Background: an optimization exercise with open tools, aiming at small area, a short achievable clock period and few clock cycles. Do not read the settings as production practice. At most, simulation tests tie the RTL to the original design; equivalence was not proved. Only the layout flow was run in run 2; the RTL was not checked for function there. Power is estimated from default activity; no workload was simulated.

<file path="config.mk">
export PLATFORM = sky130hd
export DESIGN_NAME = MU0
export DESIGN_NICKNAME = MU0
export VERILOG_FILES = /design/flow/design.v
export SDC_FILE = /design/flow/constraint.sdc
export NUM_CORES = 8
export LEC_CHECK = 0
export CAP_MARGIN = 20
export CORE_MARGIN = 2
export CORE_UTILIZATION = 40
export SLEW_MARGIN = 20
</file>
<file path="constraint.sdc">
create_clock -name core_clock -period 9.0 [get_ports {Clk}]
set_input_delay 1.8000 -clock core_clock [delete_from_list [all_inputs] [get_ports {Clk}]]
set_output_delay 1.8000 -clock core_clock [all_outputs]
set_load 0.01 [all_outputs]
</file>
<file path="design.v">
`timescale 1ns / 10ps
module BUF (output O, input I);
assign O = I;
endmodule
module INV (output O, input I);
assign O = ~I;
endmodule
module GND (output G);
assign G = 1'b0;
endmodule
module AND2 (output O, input I0, I1);
assign O = I0 & I1;
endmodule
module AND2B1 (output O, input I0, I1);
assign O = ~I0 & I1;
endmodule
module AND3 (output O, input I0, I1, I2);
assign O = I0 & I1 & I2;
endmodule
module AND3B1 (output O, input I0, I1, I2);
assign O = ~I0 & I1 & I2;
endmodule
module AND3B2 (output O, input I0, I1, I2);
assign O = ~I0 & ~I1 & I2;
endmodule
module AND4 (output O, input I0, I1, I2, I3);
assign O = I0 & I1 & I2 & I3;
endmodule
module AND4B1 (output O, input I0, I1, I2, I3);
assign O = ~I0 & I1 & I2 & I3;
endmodule
module AND4B2 (output O, input I0, I1, I2, I3);
assign O = ~I0 & ~I1 & I2 & I3;
endmodule
module AND4B3 (output O, input I0, I1, I2, I3);
assign O = ~I0 & ~I1 & ~I2 & I3;
endmodule
module OR2 (output O, input I0, I1);
assign O = I0 | I1;
endmodule
module OR2B1 (output O, input I0, I1);
assign O = ~I0 | I1;
endmodule
module OR3 (output O, input I0, I1, I2);
assign O = I0 | I1 | I2;
endmodule
module OR4 (output O, input I0, I1, I2, I3);
assign O = I0 | I1 | I2 | I3;
endmodule
module NOR4 (output O, input I0, I1, I2, I3);
assign O = ~(I0 | I1 | I2 | I3);
endmodule
module XOR2 (output O, input I0, I1);
assign O = I0 ^ I1;
endmodule
module FDC (output reg Q, input C, CLR, D);
always @(posedge C or posedge CLR)
  if (CLR) Q <= 1'b0;
  else     Q <= D;
endmodule
module FDCE (output reg Q, input C, CE, CLR, D);
always @(posedge C or posedge CLR)
  if (CLR)     Q <= 1'b0;
  else if (CE) Q <= D;
endmodule
`timescale 1ns / 10ps 
module mux_3_1 ( Q, A, B, C, sel );
output  Q;
input  A, B, C;
input [1:0]  sel;
AND3B1  I2 ( .O(net10), .I2(B), .I1(sel[0]), .I0(sel[1]));
AND3B1  I1 ( .O(net11), .I2(C), .I1(sel[1]), .I0(sel[0]));
AND3B2  I3 ( .O(net12), .I2(A), .I1(sel[1]), .I0(sel[0]));
AND3  I0 ( .O(net13), .I2(sel[1]), .I1(sel[0]), .I0(C));
OR4  I4 ( .O(Q), .I3(net12), .I2(net10), .I1(net11), .I0(net13));
endmodule
`timescale 1ns / 10ps 
module decoder_3_8 ( Q_0, Q_1, Q_2, Q_3, Q_4, Q_5, Q_6, Q_7,
     En, F );
input  En;
output  Q_0, Q_1, Q_2, Q_3, Q_4, Q_5, Q_6, Q_7;
wire [0:7]  Q;
assign {Q_0, Q_1, Q_2, Q_3, Q_4, Q_5, Q_6, Q_7} = Q;
input [2:0]  F;
AND4B3  I4 ( .I0(F[2]), .I1(F[1]), .I2(F[0]), .I3(En), .O(Q[0]));
AND4B1  I1 ( .I0(F[0]), .I1(F[2]), .I2(F[1]), .I3(En), .O(Q[6]));
AND4B1  I2 ( .I0(F[1]), .I1(F[2]), .I2(F[0]), .I3(En), .O(Q[5]));
AND4B1  I7 ( .I0(F[2]), .I1(F[1]), .I2(F[0]), .I3(En), .O(Q[3]));
AND4  I0 ( .I0(F[2]), .I1(F[1]), .I2(F[0]), .I3(En), .O(Q[7]));
AND4B2  I3 ( .I0(F[1]), .I1(F[0]), .I2(F[2]), .I3(En), .O(Q[4]));
AND4B2  I5 ( .I0(F[2]), .I1(F[1]), .I2(F[0]), .I3(En), .O(Q[1]));
AND4B2  I6 ( .I0(F[2]), .I1(F[0]), .I2(F[1]), .I3(En), .O(Q[2]));
endmodule
`timescale 1ns / 10ps 
module MU0_control ( Acc_En, Halted, IR_En, M, PC_En, Rd, Wr, X_sel,
     Y_sel, addr_sel, fetch, Clk, F, N, Reset, Z );
output  Acc_En, Halted, IR_En, PC_En, Rd, Wr, X_sel, Y_sel, addr_sel,
     fetch;
input  Clk, N, Reset, Z;
output [1:0]  M;
input [3:0]  F;
decoder_3_8 I2 ( lda, sta, add, sub, jmp, jge, jne, stp, addr_sel,
     F[2:0]);
BUF  I10 ( .I(F[2]), .O(Y_sel));
BUF  I8 ( .I(stp), .O(Halted));
FDC  I0 ( .C(Clk), .CLR(Reset), .Q(addr_sel), .D(net110));
AND2  I12 ( .I0(net120), .I1(addr_sel), .O(M[0]));
AND2  I9 ( .I0(net103), .I1(addr_sel), .O(Acc_En));
AND2  I4 ( .I0(sta), .I1(addr_sel), .O(Wr));
INV  I3 ( .I(addr_sel), .O(X_sel));
INV  I11 ( .I(addr_sel), .O(IR_En));
INV  I5 ( .I(addr_sel), .O(fetch));
AND2B1  I15 ( .I0(Z), .I1(jne), .O(net123));
AND2B1  I17 ( .I0(N), .I1(jge), .O(net126));
OR4  I16 ( .I0(net123), .I1(net126), .I2(jmp), .I3(fetch), .O(PC_En));
OR2B1  I14 ( .I0(addr_sel), .I1(sub), .O(M[1]));
OR2B1  I1 ( .I0(addr_sel), .I1(stp), .O(net110));
OR2B1  I6 ( .I0(addr_sel), .I1(net103), .O(Rd));
OR2  I13 ( .I0(sub), .I1(add), .O(net120));
OR3  I7 ( .I0(add), .I1(sub), .I2(lda), .O(net103));
endmodule
`timescale 1ns / 10ps 
module fulladder ( cout, s, a, b, cin );
output  cout, s;
input  a, b, cin;
XOR2  I5 ( .O(s), .I1(cin), .I0(net12));
XOR2  I3 ( .O(net12), .I1(b), .I0(a));
AND2  I7 ( .O(net15), .I1(b), .I0(a));
AND2  I6 ( .O(net14), .I1(cin), .I0(net12));
OR2  I8 ( .O(cout), .I1(net14), .I0(net15));
endmodule
`timescale 1ns / 10ps 
module adder_4bit ( cout, s, a, b, cin );
output  cout;
input  cin;
output [3:0]  s;
input [3:0]  a;
input [3:0]  b;
fulladder I3 ( cout, s[3], a[3], b[3], net03);
fulladder I2 ( net03, s[2], a[2], b[2], net04);
fulladder I1 ( net04, s[1], a[1], b[1], net8);
fulladder I0 ( net8, s[0], a[0], b[0], cin);
endmodule
`timescale 1ns / 10ps 
module adder_16bit ( cout, s, a, b, cin );
output  cout;
input  cin;
output [15:0]  s;
input [15:0]  b;
input [15:0]  a;
adder_4bit I3 ( cout, s[15:12], a[15:12], b[15:12], net8);
adder_4bit I2 ( net8, s[11:8], a[11:8], b[11:8], net9);
adder_4bit I1 ( net9, s[7:4], a[7:4], b[7:4], net10);
adder_4bit I0 ( net10, s[3:0], a[3:0], b[3:0], cin);
endmodule
`timescale 1ns / 10ps 
module MU0_ALU ( Q, M, X, Y );
output [15:0]  Q;
input [15:0]  Y;
input [15:0]  X;
input [1:0]  M;
wire  [0:15]  net6;
wire  [0:15]  net15;
wire  [0:15]  net9;
wire  [0:15]  net18;
AND2B1  I3[15:0] ( .O(net9[0:15]), .I0(Y[15:0]), .I1(net12));
adder_16bit I8 ( net018, Q[15:0], net18[0:15], net6[0:15], M[1]);
OR2  I4[15:0] ( .O(net6[0:15]), .I0(net15[0:15]), .I1(net9[0:15]));
OR2  I5 ( .I0(M[1]), .I1(M[0]), .O(net3));
AND2  I1[15:0] ( .O(net18[0:15]), .I0(net3), .I1(X[15:0]));
AND2  I2[15:0] ( .O(net15[0:15]), .I0(net1), .I1(Y[15:0]));
AND2  I7 ( .I0(M[1]), .I1(M[0]), .O(net12));
INV  I6 ( .I(M[1]), .O(net1));
endmodule
`timescale 1ns / 10ps 
module MU0_conditions ( N, Z, Acc );
output  N, Z;
input [15:0]  Acc;
OR4  I0 ( .I0(Acc[15]), .I1(Acc[14]), .I2(Acc[13]), .I3(Acc[12]),
     .O(net26));
OR4  I1 ( .I0(Acc[11]), .I1(Acc[10]), .I2(Acc[9]), .I3(Acc[8]),
     .O(net21));
OR4  I2 ( .I0(Acc[7]), .I1(Acc[6]), .I2(Acc[5]), .I3(Acc[4]),
     .O(net16));
OR4  I3 ( .I0(Acc[3]), .I1(Acc[2]), .I2(Acc[1]), .I3(Acc[0]),
     .O(net11));
BUF  I5 ( .I(Acc[15]), .O(N));
NOR4  I4 ( .I0(net26), .I1(net21), .I2(net16), .I3(net11), .O(Z));
endmodule
`timescale 1ns / 10ps
module mux_2to1_12bit ( output reg [11:0] q,
			input [11:0] a,
			input [11:0] b,
			input sel );
always @ (*)
begin
    case(sel)
        1'b0:    q = a;
	1'b1:    q = b;
        default: q = 12'bX;
    endcase
end
endmodule
`timescale 1ns / 10ps
module mux_2to1_16bit ( output reg [15:0] q,
			input [15:0] a,
			input [15:0] b,
			input sel);
always @ (*)
begin
    case (sel)
        1'b0: q = a;
        1'b1: q = b;
	default: q = 16'bX;
    endcase
end
endmodule
`timescale 1ns / 10ps 
module MU0_datapath ( Acc, Addr, Dout, F, N, PC, Z, Acc_En, Clk, Din,
     IR_En, M, PC_En, Reset, X_sel, Y_sel, addr_sel );
output  N, Z;
input  Acc_En, Clk, IR_En, PC_En, Reset, X_sel, Y_sel, addr_sel;
output [15:0]  Dout;
output [11:0]  Addr;
output [3:0]  F;
output [15:0]  PC;
output [15:0]  Acc;
input [15:0]  Din;
input [1:0]  M;
wire  [15:0]  Y;
wire  [15:0]  ALU;
wire  [15:0]  IR;
BUF  I8[3:0] ( .O(F[3:0]), .I(IR[15:12]));
MU0_ALU I0 ( ALU[15:0], M[1:0], Dout[15:0], Y[15:0]);
MU0_conditions I7 ( N, Z, Acc[15:0]);
mux_2to1_12bit I12 ( Addr[11:0], PC[11:0], IR[11:0], addr_sel);
GND  I11[3:0] ( .G(PC[15:12]));
mux_2to1_16bit I14 ( Y[15:0], Din[15:0], IR[15:0], Y_sel);
mux_2to1_16bit I13 ( Dout[15:0], Acc[15:0], PC[15:0], X_sel);
FDCE  I15[15:0] ( .Q(IR[15:0]), .C(Clk), .CE(IR_En), .CLR(Reset),
     .D(Din[15:0]));
FDCE  I16[11:0] ( .Q(PC[11:0]), .C(Clk), .CE(PC_En), .CLR(Reset),
     .D(ALU[11:0]));
FDCE  I18[15:0] ( .Q(Acc[15:0]), .C(Clk), .CE(Acc_En), .CLR(Reset),
     .D(ALU[15:0]));
endmodule
`timescale 1ns / 10ps 
module MU0 ( Addr, Dout, Halted, Rd, Wr, cc, fetch, regC, Clk, Din,
     Reset, srcC );
output  Halted, Rd, Wr, fetch;
input  Clk, Reset;
output [11:0]  Addr;
output [1:0]  cc;
output [15:0]  Dout;
output [15:0]  regC;
input [15:0]  Din;
input [1:0]  srcC;
wire  [15:0]  flags;
wire  [0:15]  net028;
wire  [0:1]  net34;
wire  [0:3]  net35;
wire  [0:15]  net027;
mux_3_1 I9[15:0] ( regC[15:0], net028[0:15], net027[0:15], flags[15:0],
     srcC[1:0]);
MU0_control I0 ( net26, Halted, net25, net34[0:1], net24, Rd, Wr,
     net28, net27, net29, fetch, Clk, net35[0:3], cc[1], Reset, cc[0]);
MU0_datapath I1 ( net028[0:15], Addr[11:0], Dout[15:0], net35[0:3],
     cc[1], net027[0:15], cc[0], net26, Clk, Din[15:0], net25,
     net34[0:1], net24, Reset, net28, net27, net29);
GND  I6[15:2] ( .G(flags[15:2]));
BUF  I8 ( .O(flags[0]), .I(cc[0]));
BUF  I7 ( .O(flags[1]), .I(cc[1]));
endmodule
</file>
<file path="run.sh">
#!/bin/bash
# synth_recipe.tcl (not shown) runs the flow's synth.tcl, then flattens the netlist and writes it again
# the make line also repeats each setting of config.mk as NAME=value (left out here)
make -C /OpenROAD-flow-scripts/flow DESIGN_CONFIG=/design/flow/config.mk WORK_HOME=/design/flow/orfs CLKGATE_MAP_FILE= SYNTH_SCRIPT=/design/flow/synth_recipe.tcl finish
</file>
==> impl_metrics.sql, run 1 <==
INSERT INTO impl_metrics (metric_group, metric, value, unit) VALUES
('run_status', 'status', 'timing/DRC/antenna clean', ''),
('power', 'leakage', '1.79', 'nW'),
('synthesis', 'synth_area_in_compound_gates', '10.2', '%'),
('route', 'top_layer_reached_by_signal_wires', 'met4', ''),
('synthesis', 'edff_count_synth', '0', ''),
('worst_setup_path', 'worstSetupStartpointType', 'input port', ''),
('synthesis', 'yosys-top-cells-area', 'sky130_fd_sc_hd__dfrtp_1, sky130_fd_sc_hd__fa_1, sky130_fd_sc_hd__buf_4', ''),
('layout', 'final_layout_size_suffix_gt1_share', '13.0', '%'),
('floorplan', 'io_pins', '70', ''),
('place', 'detailedPlacementHpwl', '5880', 'µm'),
('synthesis', 'synthSimpleGateAreaFrac', '15.6', '%'),
('sta', 'slew-limit-headroom', '40.0', '%'),
('route', 'detail_route.drc_violations', '0', ''),
('clock_network', 'postCtsSetupRepairBufs', '0', ''),
('global_routing', 'wire_length_of_the_first_global_routing_pass', '13100', 'µm'),
('layout', 'stdcell_count', '493', ''),
('floorplan', 'core.rowCount', '32', ''),
('synthesis', 'synth_nets', '397', ''),
('synthesis', 'synthArstFlopShare', '100', '%'),
('place', 'gpl.final_weighted_congestion', '0.829', ''),
('synthesis', 'syn_area_per_cell', '9.02', 'µm²'),
('route', 'remaining_number_of_nets_flagged_by_the_antenna_check_after_routing', '0', ''),
('synthesis', 'yosysWarningCount', '44', ''),
('sta', 'hold-worst-slack', '0.513', 'ns'),
('place', 'io_buffers', '69', ''),
('synthesis', 'postSynthCellCount', '362', ''),
('sta', 'report.final.setup_viol', '0', ''),
('sta', 'post-route-period-util', '97.1', '%'),
('sta', 'setup_slack', '0.264', 'ns'),
('floorplan', 'initial_core_util', '41.8', '%'),
('global_routing', 'maximum_number_of_pins_on_one_net_before_global_route_repair', '50', ''),
('sta', 'finalWorstPathRequiredPeriod', '8.74', 'ns'),
('worst_setup_path', 'arrival', '8.95', 'ns'),
('floorplan', 'core-area', '7810', 'µm²'),
('floorplan', 'die_h', '94.4', 'µm'),
('worst_setup_path', 'worst_reg_to_reg_cells', '22', ''),
('synthesis', 'synth_top_family_by_area', 'simple AND/OR/NAND/NOR gates', ''),
('worst_setup_path', 'critical_path.max_fanout', '3', ''),
('clock_network', 'cts_resized', '0', ''),
('worst_setup_path', 'r2r-end', 'I1.I18[15].Q', ''),
('synthesis', 'netlist.top_cell.by_area', 'sky130_fd_sc_hd__dfrtp_1', ''),
('route', 'routed_via_density', '5.02', ''),
('layout', 'layout.cell_area.non_filler', '3920', 'µm²'),
('place', 'place_ws', '-0.173', 'ns'),
('worst_setup_path', 'critPathCaptureType', 'register', ''),
('sta', 'final_clock_skew', '0.0131', 'ns'),
('synthesis', 'synth.most_common_cell', 'sky130_fd_sc_hd__nand2_1', ''),
('synthesis', 'mappedNetlistArea', '3270', 'µm²'),
('route', 'met3_wirelength', '348', 'µm'),
('worst_setup_path', 'cp_data_required_time', '9.21', 'ns'),
('worst_setup_path', 'timing.critical_path.to', 'I1.I18[15].Q', ''),
('synthesis', 'ys_seq_area_share', '33.7', '%'),
('place', 'placed_area', '3790', 'µm²'),
('power', 'total_power', '1.84', 'mW'),
('global_routing', 'antenna_found_initial', '0', ''),
('sta', 'slew_violations', '0', ''),
('global_routing', 'grt_remaining_overflow', '0', ''),
('clock_network', 'clock-sinks', '44', ''),
('clock_network', 'tritoncts_buffers', '5', ''),
('sta', 'worstMarginPinSlew', '0.900', 'ns'),
('worst_setup_path', 'setup.worst_path.start', 'Din[0]', ''),
('synthesis', 'yosys.area.top_type_share', '33.7', '%'),
('synthesis', 'synth_adder_area_share', '9.19', '%'),
('layout', 'finalNetCount', '425', ''),
('clock_network', 'cts-hold-fix-buffers', '0', ''),
('floorplan', 'die_w', '94.4', 'µm'),
('floorplan', 'floorplan.die_area', '8910', 'µm²'),
('worst_setup_path', 'worst-setup-path-type', 'input port to register', ''),
('clock_network', 'htree_num_levels', '2', ''),
('clock_network', 'clk_root_buffer_cell', 'sky130_fd_sc_hd__clkbuf_8', ''),
('layout', 'postLayoutCoreUtil', '50.1', '%');
[registers in the layout, summed over array words and instances (netlist names)]
| name | cells |
|---|---|
| I1.I15.Q | 15 |
| I1.I16.Q | 12 |
| I1.I18.Q | 16 |
| I0.I0.Q | 1 |
[cell usage in the layout, fill, tap and decap left out, drive strengths merged]
| cell type | count |
|---|---|
| nand2 | 69 |
| clkdlybuf4s50 | 69 |
| dfrtp | 44 |
| nor2 | 28 |
| mux2 | 27 |
| o21ai | 23 |
| inv | 20 |
| a21oi | 16 |
| fa | 15 |
| mux2i | 14 |
| xnor2 | 14 |
| a211oi | 11 |
| and2 | 8 |
| buf | 7 |
| clkbuf | 5 |
| nor4 | 4 |
| nor2b | 3 |
| and3 | 3 |
| nand2b | 2 |
| and4 | 1 |
| a211o | 1 |
| o311a | 1 |
| a32oi | 1 |
| a31oi | 1 |
| o221ai | 1 |
| nor3 | 1 |
| bufinv | 1 |
| clkinvlp | 1 |
[per-layer routing]
metal	vias to the layer above	GRT usage [%]
met2	61	28.0
met5	-	0
li1	1213	-
met4	0	4.71
met3	8	2.71
met1	1191	29.7
[area by class of cell]
class                           count  area (µm²)  area share (%)
Multi-Input combinational cell    244        1760            44.9
Timing Repair Buffer               76         743            19.0
Tap cell                          102         128            3.26
Inverter                           19        71.3            1.82
Clock inverter                      3        46.3            1.18
Clock buffer                        5        68.8            1.76
Sequential cell                    44        1100            28.1
[how the worst min path moves through the flow]
stage	slack, ns	start	end
after floorplan	0.47	I1.I15[6].Q	I1.I15[6].Q
after global routing	0.55	I1.I15[3].Q	I1.I15[3].Q
after CTS	0.52	I1.I15[10].Q	I1.I15[10].Q
final	0.51	I1.I15[10].Q	I1.I15[10].Q
after global placement	0.48	I1.I15[11].Q	I1.I15[11].Q
after detailed placement	0.49	I1.I15[10].Q	I1.I15[10].Q
[report_power, final]
group	switching, mW	leakage [nW]	total, mW	internal (mW)
logic	0.614	1.20	1.27	0.651
clock network	0.0770	0.0548	0.161	0.0837
registers	0.106	0.531	0.415	0.309
[critical path: cells and delay by family]
| kind | cells | cell delay [ns] |
|---|---|---|
| AOI/OAI and AO/OA | 2 | 0.31 |
| xor gates and xnor gates | 2 | 0.32 |
| adders and majority gates | 15 | 5.65 |
| buffers and inverters | 4 | 0.70 |
| and+or+nand+nor | 2 | 0.17 |
[cells by family after synthesis]
group / after synthesis
xor+xnor: 14
simple gates: 119
compound gates: 55
mux: 41
flops: 44
fa+ha+maj: 15
buf+inv: 74
Testbench counts, summed over its fixed seeds: cycles 54,166.
==> inputs of run 2 (changes only) <==
==> design.v (replaced) <==
`timescale 1ns / 10ps
module MU0 ( Addr, Dout, Halted, Rd, Wr, cc, fetch, regC, Clk, Din,
     Reset, srcC );
output  Halted, Rd, Wr, fetch;
input  Clk, Reset;
output [11:0]  Addr;
output [1:0]  cc;
output [15:0]  Dout;
output [15:0]  regC;
input [15:0]  Din;
input [1:0]  srcC;
reg  [15:0] acc;      
reg  [11:0] a;        
reg  [11:0] p;        
reg         ex_rd;    
reg         ex_wr;    
reg         ex_sub;   
reg         ex_lda;   
reg         halt;
wire n = acc[15];
wire z = ~|acc;
wire fet = ~(ex_rd | ex_wr | halt);
wire [2:0] op = Din[14:12];
wire mem_op = ~op[2];
wire taken = op[2] & ~(op[1] & op[0]) &
             (~(op[1] | op[0]) | (op[0] & ~n) | (op[1] & ~z));
wire load_s = fet & (mem_op | taken);
wire [11:0] a_inc = a + {11'd0, ~halt};
always @(posedge Clk or posedge Reset)
  if (Reset) begin
    a <= 12'd0;
    ex_rd <= 1'b0;
    ex_wr <= 1'b0;
    ex_sub <= 1'b0;
    ex_lda <= 1'b0;
    halt <= 1'b0;
  end else begin
    a <= load_s ? Din[11:0] : (ex_rd | ex_wr) ? p : a_inc;
    ex_rd <= fet & mem_op & ~(~op[1] & op[0]);
    ex_wr <= fet & mem_op & ~op[1] & op[0];
    ex_sub <= fet & mem_op & op[1] & op[0];
    ex_lda <= fet & mem_op & ~op[1] & ~op[0];
    halt <= halt | (fet & (&op));
  end
always @(posedge Clk)
  p <= a_inc;
wire [15:0] x = ex_lda ? 16'd0 : acc;
wire [15:0] y = (Din ^ {16{ex_sub}}) & {16{ex_rd}};
always @(posedge Clk or posedge Reset)
  if (Reset) acc <= 16'd0;
  else       acc <= x + y + {15'd0, ex_sub};
assign Addr = a;
assign Dout = acc;
assign Rd = ~ex_wr;
assign Wr = ex_wr;
assign fetch = fet;
assign Halted = halt;
assign cc = {n, z};
assign regC = srcC[1] ? {14'd0, n, z} : srcC[0] ? {4'd0, a} : acc;
endmodule
==> impl_metrics.sql, run 2 <==
INSERT INTO impl_metrics (metric_group, metric, value, unit) VALUES
('worst_setup_path', 'worstSetupStartpointType', 'input port', ''),
('route', 'wl_per_cell', '16.5', 'µm'),
('route', 'detail_route.drc_violations', '0', ''),
('clock_network', 'clkSlewWorstSetupHoldPaths', '0.09', 'ns'),
('clock_network', 'htree_num_levels', '2', ''),
('floorplan', 'core-area', '7330', 'µm²'),
('synthesis', 'ys_ff_latch', '45', ''),
('clock_network', 'cts_resized', '0', ''),
('place', 'io_buffers', '69', ''),
('synthesis', 'synth_nets', '373', ''),
('layout', 'area_growth_syn_to_layout', '27.1', '%'),
('sta', 'post-route-period-util', '63.0', '%'),
('layout', 'mostFrequentLayoutCell', 'sky130_fd_sc_hd__clkdlybuf4s50_1', ''),
('synthesis', 'ys_seq_area_share', '35.0', '%'),
('synthesis', 'yosys-top-cells-area', 'sky130_fd_sc_hd__dfrtp_1, sky130_fd_sc_hd__xor2_1, sky130_fd_sc_hd__dfxtp_1', ''),
('layout', 'largest_registers', 'acc (16), a (12), p (12)', ''),
('global_routing', 'wire_length_of_the_first_global_routing_pass', '13500', 'µm'),
('worst_setup_path', 'cp_cell_sequence', 'clkdlybuf4s50_1, nor2_1, and2_1, clkdlybuf4s50_1', ''),
('clock_network', 'tritoncts_buffers', '5', ''),
('clock_network', 'postCtsSetupRepairBufs', '0', ''),
('global_routing', 'antenna_found_initial', '0', ''),
('clock_network', 'clock_path_buffers', '2', ''),
('synthesis', 'postSynthCellCount', '335', ''),
('worst_setup_path', 'worst-setup-path-type', 'input port to primary output', ''),
('route', 'drtIter0Drc', '92', ''),
('min_path', 'worst_hold_path_type', 'register to register', ''),
('clock_network', 'clk_root_buffer_cell', 'sky130_fd_sc_hd__clkbuf_8', ''),
('sta', 'report.final.setup_viol', '0', ''),
('synthesis', 'yosysWarningCount', '1', ''),
('layout', 'antenna-diode-count', '0', ''),
('floorplan', 'die_w', '91.3', 'µm'),
('power', 'leakage', '1.76', 'nW'),
('synthesis', 'synthArstFlopShare', '73.3', '%'),
('run_status', 'status', 'timing/DRC/antenna clean', ''),
('worst_setup_path', 'critical_path.slowest_cell', 'sky130_fd_sc_hd__clkdlybuf4s50_1', ''),
('worst_setup_path', 'critPathCaptureType', 'primary output', ''),
('synthesis', 'edff_count_synth', '0', ''),
('route', 'route.final.wire_length', '8200', 'µm'),
('worst_setup_path', 'cp_data_required_time', '7.20', 'ns'),
('clock_network', 'cts-hold-fix-buffers', '0', ''),
('synthesis', 'syn_area_per_cell', '9.09', 'µm²'),
('power', 'max-vdd-ir-drop', '0.115', 'mV'),
('clock_network', 'cts_tree', 'done', ''),
('sta', 'clock.fmax', '176', 'MHz'),
('layout', 'final_layout_size_suffix_gt1_share', '4.53', '%'),
('worst_setup_path', 'critical_path.most_common_cell', 'sky130_fd_sc_hd__clkdlybuf4s50_1', ''),
('route', 'routed_via_density', '5.14', ''),
('worst_setup_path', 'timing.critical_path.slowest_cell_delay', '0.81', 'ns'),
('synthesis', 'yosys_most_used_dff', 'sky130_fd_sc_hd__dfrtp_1', ''),
('layout', 'regMostFlops', 'acc', ''),
('layout', 'layout_common_cells', 'sky130_fd_sc_hd__clkdlybuf4s50_1, sky130_fd_sc_hd__nand2_1, sky130_fd_sc_hd__dfrtp_1', ''),
('floorplan', 'io_pins', '70', ''),
('floorplan', 'initial_core_util', '41.5', '%'),
('sta', 'final_clock_skew', '0.0129', 'ns'),
('place', 'detailedPlacementHpwl', '6280', 'µm'),
('floorplan', 'die_h', '91.3', 'µm'),
('sta', 'worstMarginPinSlew', '0.869', 'ns'),
('sta', 'slew-limit-headroom', '42.0', '%'),
('synthesis', 'synth.cells.most_frequent', 'sky130_fd_sc_hd__dfrtp_1, sky130_fd_sc_hd__nand2_1, sky130_fd_sc_hd__xor2_1', ''),
('global_routing', 'maximum_number_of_pins_on_one_net_before_global_route_repair', '34', ''),
('layout', 'largest_register_ff_count', '16', ''),
('global_routing', 'grtUsageTotal', '20.6', '%'),
('sta', 'hold_viol', '0', ''),
('sta', 'hold-worst-slack', '0.512', 'ns'),
('global_routing', 'grt_pass1_vias', '2531', ''),
('power', 'power_per_cell_area', '260', 'nW/µm²'),
('run', 'drv.max_cap_violation_count', '0', ''),
('layout', 'finalNetCount', '434', ''),
('sta', 'finalWorstPathRequiredPeriod', '5.67', 'ns'),
('clock_network', 'clock-sinks', '45', ''),
('synthesis', 'yosys.area.top_type_share', '27.1', '%'),
('synthesis', 'mappedNetlistArea', '3050', 'µm²'),
('floorplan', 'core.rowCount', '31', ''),
('global_routing', 'grt_remaining_overflow', '0', ''),
('clock_network', 'clock_insertion_delay_at_the_later_pin_of_the_skew_report', '0.31', 'ns'),
('route', 'remaining_number_of_nets_flagged_by_the_antenna_check_after_routing', '0', ''),
('route', 'firstDrtPassIters', '4', ''),
('sta', 'grt_setup_unrepaired', 'false', ''),
('synthesis', 'netlist.top_cell.by_area', 'sky130_fd_sc_hd__dfrtp_1', ''),
('synthesis', 'yosys.cell_types.count', '46', ''),
('place', 'gpl.final_weighted_congestion', '0.856', ''),
('worst_setup_path', 'arrival', '3.87', 'ns'),
('worst_setup_path', 'critical_path.max_fanout', '13', ''),
('sta', 'accumulated_negative_setup_slack', '0', 'ns'),
('sta', 'slew_violations', '0', ''),
('floorplan', 'floorplan.die_area', '8330', 'µm²'),
('route', 'vias', '2547', '');
run 2: cell count changes in the layout (fill, tap and decap cells not counted), sizes merged, moves of 13 or more:
| cell | previous run | this run |
|---|---|---|
| nand2 | 69 | 33 |
| xor2 | 0 | 30 |
| mux2 | 27 | 0 |
| ha | 0 | 16 |
| fa | 15 | 2 |
run 2: logic make-up (layout without fill, tap and decap cells):
kind of cell	Yosys count	count (layout)	synth area share (%)
XOR/XNOR	40	40	11.5
buffers and inverters	26	88	4.19
flip-flops	45	45	35.0
multiplexers	23	23	7.56
adder cells (fa/ha/maj)	18	18	7.89
AND/OR/NAND/NOR	128	128	22.5
AO/OA/AOI/OAI	55	55	11.3
run 2: area by class of cell:
| type | instances | area [µm²] |
|---|---|---|
| well taps | 99 | 124 |
| flip-flops and latches | 45 | 1070 |
| clock buffers | 5 | 68.8 |
| clock inverters | 3 | 25.0 |
| repair buffers | 70 | 698 |
| fillers | 695 | 3460 |
| inverters | 10 | 37.5 |
| multi-input cells | 264 | 1850 |
run 2: layer usage:
metal / up-vias / GRT usage, % / share of wire, %
met5: - / 0 / 0
met4: 0 / 6.94 / 2.3
met3: 11 / 3.32 / 3.3
met2: 57 / 33.5 / 47
met1: 1214 / 28.0 / 47
li1: 1265 / - / -
run 2: through the flow:
| stage | utilization (%) | setup slack (ns) | area, µm² | instances | total power [mW] |
|---|---|---|---|---|---|
| final | 52.8 | 3.33 | 3870 | 496 | 1.01 |
| after CTS | 52.8 | 3.38 | 3870 | 496 | 1.01 |
| after global placement | 51.5 | 3.41 | 3780 | 488 | 0.872 |
| after floorplan | - | 4.67 | 3050 | 335 | 0.629 |
| after global routing | 52.8 | 3.32 | 3870 | 496 | 1.07 |
| after detailed placement | 51.5 | 3.38 | 3780 | 488 | 0.876 |
run 2: power breakdown:
part	internal (mW)	switching (mW)	leakage, nW
Combinational	0.264	0.209	1.21
Clock	0.0562	0.0793	0.0447
Sequential	0.291	0.107	0.506
run 2: path summary, 6_finish.rpt:
check                             start  endpoint  slack, ns  cells after the start
worst min-delay path               p[9]      a[9]       0.51                      2
min in group asynchronous         Reset      a[2]       1.89                      3
max in group asynchronous         Reset   acc[10]       6.78                      3
worst max register to register   ex_sub   acc[12]       5.81                      9
worst max-delay path            srcC[0]  regC[13]       3.33                      4
worst min register to register     p[9]      a[9]       0.51                      2
run 2: worst max-delay path, delay by kind of cell:
kind / cells / cell delay, ns
buffers and inverters: 2 / 1.34
and+or+nand+nor: 2 / 0.73
==> inputs of run 3 (changes only) <==
==> design.v (replaced) <==
`timescale 1ns / 10ps
module MU0 ( Addr, Dout, Halted, Rd, Wr, cc, fetch, regC, Clk, Din,
     Reset, srcC );
output  Halted, Rd, Wr, fetch;
input  Clk, Reset;
output [11:0]  Addr;
output [1:0]  cc;
output [15:0]  Dout;
output [15:0]  regC;
input [15:0]  Din;
input [1:0]  srcC;
reg  [15:0] ir;       
reg  [15:0] acc;      
reg  [11:0] pc;       
reg         dec;      
reg         pend;     
reg         sub;      
reg         lda;      
reg         halt;
wire n = acc[15];
wire z = ~|acc;
wire [2:0] op = ir[14:12];
wire mem_op = ~op[2];
wire is_sta = mem_op & ~op[1] & op[0];
wire is_jmp = op[2] & ~(op[1] & op[0]);
wire is_stp = &op;
wire taken = is_jmp & (~(op[1] | op[0]) | (op[0] & ~n) | (op[1] & ~z));
wire halted = halt | (dec & is_stp);
wire fet = ~halt & (~dec | is_jmp);
wire use_s = dec & (mem_op | taken);
assign Addr = use_s ? ir[11:0] : pc;
wire [11:0] ic;
assign ic[0] = Addr[0];
genvar j;
generate for (j = 1; j < 12; j = j + 1) begin : inc
  assign ic[j] = ic[j-1] & Addr[j];
end endgenerate
always @(posedge Clk)
  ir <= Din;
always @(posedge Clk or posedge Reset)
  if (Reset) begin
    pc <= 12'd0;
    dec <= 1'b0;
    pend <= 1'b0;
    sub <= 1'b0;
    lda <= 1'b0;
    halt <= 1'b0;
  end else begin
    if (fet) pc <= Addr ^ {ic[10:0], 1'b1};
    dec <= fet;
    pend <= dec & mem_op & ~is_sta;
    sub <= dec & mem_op & op[1] & op[0];
    lda <= dec & mem_op & ~op[1] & ~op[0];
    halt <= halted;
  end
wire [15:0] x = acc & {16{~lda}};
wire [15:0] y = (ir ^ {16{sub}}) & {16{pend}};
wire [16:0] c;
wire [15:0] g = x & y;
wire [15:0] p = x ^ y;
assign c[0] = sub;
genvar i;
generate for (i = 0; i < 16; i = i + 1) begin : add
  assign c[i+1] = g[i] | (p[i] & c[i]);
end endgenerate
always @(posedge Clk or posedge Reset)
  if (Reset) acc <= 16'd0;
  else       acc <= p ^ c[15:0];
assign Dout = acc;
assign Wr = dec & is_sta;
assign Rd = ~Wr;
assign fetch = fet;
assign Halted = halted;
assign cc = {n, z};
assign regC = srcC[1] ? {14'd0, n, z} : srcC[0] ? {4'd0, pc} : acc;
endmodule
==> flow/run.sh (new file) <==
#!/bin/bash
# Layout flow: the standard flow (standard.sh) with
#  - synthesis mapped by flow/abc.script (area-oriented ABC mapping) and no
#    full/half-adder cell extraction,
#  - sky130_fd_sc_hd__buf_1 as the port buffer cell, sized up by repair,
#  - repair_timing aiming at a setup margin of SETUP_MARGIN ns.
# The whole make output goes to flow.log in the work folder; ORFS's own
# per-step logs are under orfs/logs/.
set -euo pipefail
W=$(pwd)
F=$W/flow
export MY_ABC_SCRIPT=$F/abc.script
export MY_ABC_DONTUSE="sky130_fd_sc_hd__maj3_1 sky130_fd_sc_hd__maj3_2 sky130_fd_sc_hd__maj3_4"
bash "$W/standard.sh" \
  SYNTH_SCRIPT="$F/synth.tcl" \
  ADDER_MAP_FILE= \
  SETUP_SLACK_MARGIN=4.5 \
  "BUFFER_PORTS_ARGS=-buffer_cell sky130_fd_sc_hd__buf_1" \
  finish > "$W/flow.log" 2>&1
==> flow/abc.script (new file) <==
strash
dch
map -D 3000
topo
stime -c
==> flow/synth.tcl (new file) <==
proc synth {args} { yosys synth -nofsm -noshare {*}$args }
proc abc {args} {
  set i [lsearch $args -script]
  if {$i >= 0} { set args [lreplace $args $i [expr {$i+1}] -script $::env(MY_ABC_SCRIPT)] }
  if {[info exists ::env(MY_ABC_DONTUSE)]} {
    foreach c $::env(MY_ABC_DONTUSE) { lappend args -dont_use $c }
  }
  yosys abc {*}$args
}
source $::env(SCRIPTS_DIR)/synth.tcl
# left out here: clear keep_hierarchy, flatten, clean up, hide names made inside functions, write 1_2_yosys.v
==> standard.sh (new file) <==
#!/bin/bash
# synth_recipe.tcl (not shown) runs the flow's synth.tcl, then flattens the netlist and writes it again
# the make line also repeats each setting of config.mk as NAME=value (left out here)
make -C /OpenROAD-flow-scripts/flow DESIGN_CONFIG=/design/flow/config.mk WORK_HOME=/design/flow/orfs CLKGATE_MAP_FILE= SYNTH_SCRIPT=/design/flow/synth_recipe.tcl "${@:-finish}"
removed: run.sh
==> impl_metrics.sql, run 3 <==
INSERT INTO impl_metrics (metric_group, metric, value, unit) VALUES
('floorplan', 'core-area', '6390', 'µm²'),
('global_routing', 'grtUsageTotal', '19.3', '%'),
('synthesis', 'ys_seq_area_share', '43.1', '%'),
('synthesis', 'yosysWarningCount', '1', ''),
('global_routing', 'wire_length_of_the_first_global_routing_pass', '11100', 'µm'),
('clock_network', 'tritoncts_buffers', '5', ''),
('worst_setup_path', 'setup.reg_to_reg.worst_slack', '4.88', 'ns'),
('layout', 'stdcell_count', '520', ''),
('synthesis', 'netlist.top_cell.by_area', 'sky130_fd_sc_hd__dfrtp_1', ''),
('global_routing', 'maximum_number_of_pins_on_one_net_before_global_route_repair', '34', ''),
('floorplan', 'floorplan.die_area', '7320', 'µm²'),
('synthesis', 'yosys_most_used_dff', 'sky130_fd_sc_hd__dfrtp_1', ''),
('sta', 'hold_viol', '0', ''),
('sta', 'report.final.setup_viol', '0', ''),
('place', 'placed_cells', '507', ''),
('synthesis', 'synthSimpleGateAreaFrac', '18.1', '%'),
('power', 'combPwrFrac', '48.2', '%'),
('place', 'io_buffers', '69', ''),
('clock_network', 'clock_insertion_delay_at_the_later_pin_of_the_skew_report', '0.30', 'ns'),
('synthesis', 'synth_nets', '382', ''),
('layout', 'postLayoutCoreUtil', '50.7', '%'),
('sta', 'slew-limit-headroom', '69.6', '%'),
('synthesis', 'synth_top_family_by_area', 'compound AO/OA/AOI/OAI gates', ''),
('synthesis', 'synth_area_in_compound_gates', '20.2', '%'),
('synthesis', 'post_synth_xor_area_fraction', '8.56', '%'),
('worst_setup_path', 'critical_path.max_fanout', '17', ''),
('sta', 'worstMarginPinSlew', '0.456', 'ns'),
('layout', 'mostFrequentLayoutCell', 'sky130_fd_sc_hd__buf_1', ''),
('floorplan', 'die_h', '85.5', 'µm'),
('power', 'max-vdd-ir-drop', '0.111', 'mV'),
('route', 'detail_route.drc_violations', '0', ''),
('synthesis', 'edff_count_synth', '0', ''),
('synthesis', 'synth.most_common_cell', 'sky130_fd_sc_hd__clkinv_1', ''),
('clock_network', 'clock-sinks', '49', ''),
('synthesis', 'yosys-top-cells-area', 'sky130_fd_sc_hd__dfrtp_1, sky130_fd_sc_hd__dfxtp_1, sky130_fd_sc_hd__o21ai_0', ''),
('clock_network', 'clk_root_buffer_cell', 'sky130_fd_sc_hd__clkbuf_8', ''),
('floorplan', 'core.rowCount', '29', ''),
('layout', 'fill_cells', '650', ''),
('clock_network', 'cts_tree', 'done', ''),
('sta', 'setup_slack', '4.54', 'ns'),
('place', 'gpl.final_weighted_congestion', '0.843', ''),
('worst_setup_path', 'worst_reg_to_reg_cells', '26', ''),
('power', 'seq_power_share', '37.9', '%'),
('sta', 'accumulated_negative_setup_slack', '0', 'ns'),
('synthesis', 'yosys-mux-area-fraction', '0', '%'),
('sta', 'grt_setup_unrepaired', 'false', ''),
('route', 'vias', '2543', ''),
('worst_setup_path', 'critPathCaptureType', 'primary output', ''),
('synthesis', 'syn_area_per_cell', '7.34', 'µm²'),
('clock_network', 'cts-hold-fix-buffers', '0', ''),
('power', 'total_power', '0.970', 'mW'),
('route', 'routed_via_density', '4.89', ''),
('synthesis', 'yosys.cell_types.count', '21', ''),
('power', 'power_per_cell_area', '300', 'nW/µm²'),
('layout', 'largest_registers', 'acc (16), ir (16), pc (12)', ''),
('global_routing', 'grt_pass1_vias', '2255', ''),
('route', 'remaining_number_of_nets_flagged_by_the_antenna_check_after_routing', '0', ''),
('worst_setup_path', 'worstSetupStartpointType', 'input port', ''),
('synthesis', 'synth.cells.most_frequent', 'sky130_fd_sc_hd__clkinv_1, sky130_fd_sc_hd__nor2_1, sky130_fd_sc_hd__o21ai_0', ''),
('worst_setup_path', 'setup.worst_path.start', 'srcC[0]', ''),
('layout', 'layout_common_cells', 'sky130_fd_sc_hd__buf_1, sky130_fd_sc_hd__clkinv_1, sky130_fd_sc_hd__nor2_1', ''),
('run_status', 'status', 'timing/DRC/antenna clean', ''),
('power', 'net-switching-power', '0.449', 'mW'),
('synthesis', 'synth_adder_area_share', '0', '%'),
('global_routing', 'grt_remaining_overflow', '0', ''),
('synthesis', 'synthArstFlopShare', '67.3', '%'),
('worst_setup_path', 'r2r-end', 'acc[15]', ''),
('floorplan', 'die_w', '85.5', 'µm'),
('route', 'route.final.wire_length', '6970', 'µm'),
('power', 'intPower', '0.521', 'mW'),
('layout', 'seq_area', '1150', 'µm²'),
('route', 'drtIter0Drc', '78', ''),
('layout', 'area_growth_syn_to_layout', '21.8', '%'),
('sta', 'slew_violations', '0', ''),
('clock_network', 'htree_num_levels', '2', ''),
('min_path', 'worst_hold_path_type', 'register to register', ''),
('synthesis', 'yosys.area.top_type_share', '31.1', '%'),
('route', 'firstDrtPassIters', '4', ''),
('min_path', 'hold_path.startpoint', 'ir[14]', ''),
('worst_setup_path', 'worst-setup-path-type', 'input port to primary output', ''),
('route', 'wl_per_cell', '13.4', 'µm'),
('sta', 'final_clock_skew', '0.00736', 'ns'),
('clock_network', 'clkSlewWorstSetupHoldPaths', '0.09', 'ns'),
('worst_setup_path', 'arrival', '2.66', 'ns'),
('floorplan', 'initial_core_util', '41.6', '%'),
('layout', 'antenna-diode-count', '0', ''),
('clock_network', 'clock_path_buffers', '2', ''),
('layout', 'final_layout_size_suffix_gt1_share', '9.26', '%'),
('worst_setup_path', 'cp_data_required_time', '7.20', 'ns'),
('sta', 'finalWorstPathRequiredPeriod', '4.46', 'ns'),
('layout', 'finalNetCount', '462', ''),
('sta', 'clock.fmax', '224', 'MHz'),
('place', 'detailedPlacementHpwl', '5200', 'µm'),
('sta', 'post-route-period-util', '49.5', '%'),
('power', 'sw_frac_of_total', '46.2', '%'),
('worst_setup_path', 'reg2reg_from', 'lda', ''),
('power', 'leakage', '1.25', 'nW'),
('synthesis', 'ys_ff_latch', '49', ''),
('min_path', 'hold-path-endpoint', 'sub', ''),
('synthesis', 'postSynthCellCount', '362', ''),
('synthesis', 'mappedNetlistArea', '2660', 'µm²'),
('floorplan', 'io_pins', '70', ''),
('run', 'drv.max_cap_violation_count', '0', ''),
('place', 'place_ws', '3.66', 'ns'),
('global_routing', 'antenna_found_initial', '0', ''),
('layout', 'multiInputGateArea', '1320', 'µm²'),
('min_path', 'holdPathStages', '1', ''),
('power', 'part_of_the_total_power_dissipated_in_the_clock_network', '13.8', '%');
[run 3: how the worst max path moves through the flow]
| stage | endpoint | cells after the start | slack [ns] |
|---|---|---|---|
| CTS | regC[0] | 6 | 4.48 |
| global placement | regC[0] | 6 | 3.75 |
| floorplan | regC[0] | 4 | 4.78 |
| detailed placement | regC[0] | 6 | 3.66 |
| global route | acc[15] | 29 | 4.46 |
| finish | regC[0] | 6 | 4.54 |
[run 3: metal layers]
layer | GRT usage, % | vias up | share of wire (%)
li1 | - | 1352 | -
met1 | 28.5 | 1134 | 49
met2 | 29.0 | 52 | 44
met3 | 4.23 | 5 | 6.0
met4 | 4.33 | 0 | 0.76
met5 | 0 | - | 0
[run 3: logic make-up (layout without fill, tap and decap cells)]
group,after synthesis,in the layout
buffers and inverters,68,149
AOI/OAI and AO/OA,101,101
DFF,49,49
xor gates and xnor gates,26,26
and+or+nand+nor,118,118
[run 3: power by group through the flow]
stage	combinational [mW]	clock (mW)	sequential (mW)
2_1_floorplan	0.310	0	0.359
3_3_place_gp	0.436	0	0.365
3_5_place_dp	0.445	0	0.364
4_1_cts	0.453	0.140	0.363
5_1_grt	0.534	0.148	0.377
6_report	0.468	0.134	0.368
[run 3: critical path, stage by stage]
cell,delay (ns)
sky130_fd_sc_hd__buf_6,0.16
sky130_fd_sc_hd__clkinv_4,0.12
sky130_fd_sc_hd__o21ai_1,0.19
sky130_fd_sc_hd__a21oi_1,0.08
sky130_fd_sc_hd__a21oi_2,0.15
sky130_fd_sc_hd__clkbuf_2,0.16
[run 3: stage by stage]
step                hold WS [ns]  area, µm²
finish                     0.446       3240
global route               0.471       3240
CTS                        0.450       3140
detailed placement         0.438       3010
global placement           0.433       3010
floorplan                  0.413       2660
[run 3: cell type report]
type | count | share of cell area [%]
multi-input combinational | 245 | 40.7
tap | 77 | 2.98
sequential | 49 | 35.7
inverter | 65 | 7.92
clock buffer | 8 | 2.78
timing repair buffer | 76 | 9.93
[run 3: what timing repair did]
item | in CTS | in global routing
setup endpoints to repair | 26 | 17
pin swaps | 0 | 5
buffers inserted | 0 | 5
resized for setup | 23 | 28
Testbench counts of run 3, summed over its fixed seeds: cycles 48,860.

## afterwards: timing with drivers on the ports
No port has a modelled driver above. Below, the same layouts with a new extraction and two added sets of constraints.
Step 1, drivers: a clkbuf_16 drives Clk and a buf_2 each remaining input, both assumed.
Step 2 times the ports against the registers' clock, not the clock port: input delays grow and output delays shrink by t, the midpoint of the rising clock arrivals with the driver on.
Three values: no drivers, after step 1, after step 2; two values: the first two.
| run | shift t [ns] | setup slack, ns | pins driven straight from the clock port |
|---|---|---|---|
| run 1 | 0.334 | 0.264 / 0.268 / -0.066 | 1 |
| run 2 | 0.337 | 3.330 / 3.306 / 3.306 | 1 |
| run 3 | 0.323 | 4.541 / 4.502 / 4.502 | 1 |
With both steps, setup timing fails in run 1, where it was met with ideal ports. For run 1, which loses most, drivers alone change the setup slack by +0.004 ns; drivers and shift together by -0.330 ns.
